This is an optimization exercise on Yosys and OpenROAD, whose aim is small area, not a production implementation. RTL that was checked went through simulation tests only; none was proved equivalent to the original. The clock port is modelled as an ideal driver, which makes a skipped or thinned clock tree look cheaper than it is; a real chip needs a root buffer or a tree. Power figures rest on the tool's default switching activity, not on a simulated workload.

Design Generating_Frequencies, start of the top module:
module Generating_Frequencies #(parameter Cycles=5000000) (
    input logic clk, reset_n,
    output logic q
);
    generate
        if (Cycles == 5000000) begin : g_lfsr
            logic [22:0] x;
            logic [22:0] d;
            logic        clr, fb;
            gf_term  u_term (.x(x), .q(q));
            gf_nand2 u_clr  (.a(reset_n), .b(q), .y(clr));
            gf_xor2 u_fb (.a(x[17]), .b(x[22]), .y(fb));
            gf_nor2 u_d0 (.a(clr), .b(fb), .y(d[0]));
            for (genvar i = 1; i < 23; i++) begin : g_d
                gf_nor2 u_d (.a(clr), .b(x[i-1]), .y(d[i]));
            end
            always_ff @(posedge clk)
                x <= d;
        end else begin : g_count
            localparam bitwidth = $clog2(Cycles);
            logic [bitwidth-1:0] counter;
            always_ff @(posedge clk) begin
                if (reset_n == 0)
                    counter <= 0;
                else
                    counter <= (counter + 1) % Cycles;
            end
            assign q = (counter == (Cycles-1)) ? 0 : 1;
        end
    endgenerate
endmodule
Size: about 23 flip-flops, ~3 I/O pins, roughly 620 sq um of cells after synthesis.
Settings: LEC_CHECK=0, CAP_MARGIN=20, CORE_AREA=2.3 2.72 59.8 59.84, DIE_AREA=0 0 62.1 62.1, PLACE_DENSITY=0.8, SLEW_MARGIN=20, SYNTH_HIERARCHICAL=1, SYNTH_MINIMUM_KEEP_SIZE=0; clock period 4.0 ns.
run.sh (not shown) runs the stock make flow with config.mk's settings and CLKGATE_MAP_FILE= SYNTH_SCRIPT=/design/flow/synth_recipe.tcl, a recipe that flattens the netlist after the stock synthesis.
The starting point finished with timing, DRC and antenna clean.
Rerun with:
CORE_AREA = unset   (was 2.3 2.72 59.8 59.84)
CORE_MARGIN = 2   (was unset)
CORE_UTILIZATION = 40   (was unset)
DIE_AREA = unset   (was 0 0 62.1 62.1)
PLACE_DENSITY = 0.6   (was 0.8)
What happened:
- worst hold slack is worse by 0.0045 ns
- count of clock-buffer cells in the layout climbs by 1
- area after synthesis does not change
- global-route usage grows by 5.9 points
- cell area decreases by 5.4%
- sequential cell count is unchanged
- worst setup slack improved by 0.022 ns
- fmax rose by 0.95%

v6:
The RTL this note starts from:
==> flow/design.v <==
module Generating_Frequencies #(parameter Cycles=5000000) (
    input logic clk, reset_n,
    output logic q
);
    generate
        if (Cycles == 5000000) begin : g_lfsr
            localparam logic [22:0] TERM_MASK  = 23'h3efbff;
            localparam logic [22:0] TERM_STATE = 23'h1f8818;
            logic [22:0] x;
            logic        term;
            assign term = ((x & TERM_MASK) == (TERM_STATE & TERM_MASK));
            assign q    = ~term;
            always_ff @(posedge clk) begin
                if (!reset_n || term)
                    x <= '0;
                else
                    x <= {~x[21:0], ~(x[17] ^ x[22])};
            end
        end else begin : g_count
            localparam bitwidth = $clog2(Cycles);
            logic [bitwidth-1:0] counter;
            always_ff @(posedge clk) begin
                if (reset_n == 0)
                    counter <= 0;
                else
                    counter <= (counter + 1) % Cycles;
            end
            assign q = (counter == (Cycles-1)) ? 0 : 1;
        end
    endgenerate
endmodule
Settings: LEC_CHECK=0, ABC_AREA=1, CAP_MARGIN=20, CORE_MARGIN=2, CORE_UTILIZATION=40, PLACE_DENSITY=0.6, SLEW_MARGIN=20; clock period 4.0 ns.
v6 ended with every stage complete and zero timing, DRC or antenna violations.
[inputs] v7 vs v6
Settings: clearing ABC_AREA, which used to be 1.
## What came out
Re layout buffer count excluding clock buffers: v7 is 2 up on v6. Delta(reg2reg setup slack, v7 - v6) < 0. Diff v6 -> v7: final cycle utilization of the critical path increased by 4.9 points relative to the old numbers, core utilization decreased 2.2 points, flip-flop and latch share of the layout cell area down 11 points, switching power total rose by about 2.2%, cell area increased 20%.
Function was not checked in any run of this note: the RTL went through the layout flow alone.

Generating_Frequencies with an RTL version that a note above also has.
Size: about 3 I/O pins, about 620 µm² of cells after synthesis.
clock: 4.0 ns
lec_check: 0
cap_margin: 20
core_margin: 2
core_utilization: 55
place_density: 0.8
slew_margin: 20
synth_hierarchical: 1
synth_minimum_keep_size: 0
standard.sh (not shown) runs the stock make flow with config.mk's settings and CLKGATE_MAP_FILE= SYNTH_SCRIPT=/design/flow/synth_recipe.tcl, a recipe that flattens the netlist after the stock synthesis.
==> flow/flow/run.sh <==
#!/bin/bash
# Layout: the standard flow (standard.sh), unchanged synthesis, with
#  - combinational cells that synthesis upsized put back to drive 1 after
#    floorplan (resize.tcl),
#  - port buffers made with buf_1,
#  - the clock tree collapsed to one clkbuf_8 after CTS (post_cts.tcl).
set -euo pipefail
F=$PWD/flow
bash standard.sh synth > synth.log 2>&1
bash standard.sh \
  POST_FLOORPLAN_TCL=$F/resize.tcl \
  BUFFER_PORTS_ARGS="-buffer_cell sky130_fd_sc_hd__buf_1" \
  POST_CTS_TCL=$F/post_cts.tcl \
  finish > layout.log 2>&1
Other scripts of this flow, unchanged in this note and not shown: flow/flow/post_cts.tcl, flow/flow/resize.tcl
Edit:
- CORE_UTILIZATION: 55 -> 70
- PLACE_DENSITY: 0.8 -> 0.85
Outcome: This time the run aborted during 2_4_floorplan_pdn; synthesized area does not change; synthesized cell count stays the same.

[port drivers added, routing unchanged]
The flow's constraints put no driver on any port. The routed layouts listed below were extracted and timed again, unchanged, in two steps.
Step 1 sets driving cells, clkbuf_16 on the clock port and buf_2 on the other inputs (assumed; they add their load-dependent delay and slew).
Step 2 times the ports against the registers' clock, not the clock port: input delays grow and output delays shrink by t, the midpoint of the rising clock arrivals with the driver on.
Slacks: ideal ports / drivers / drivers and shift; pairs: ideal ports / drivers.
run | t, ns | setup slack, ns | latest minus earliest clock arrival (ns)
the first run of note 1 | 0.317 | 1.636 / 1.614 / 1.931 | 0.002 / 0.001
the second run of note 1 | 0.318 | 1.658 / 1.640 / 1.957 | 0.008 / 0.007
v6 | 0.317 | 1.660 / 1.642 / 1.959 | 0.009 / 0.009
v7 | 0.313 | 1.465 / 1.448 / 1.761 | 0.004 / 0.004
the first run of note 3 | 0.188 | 2.064 / 2.043 / 2.231 | 0.004 / 0.004
After both steps every run listed still meets setup and hold.
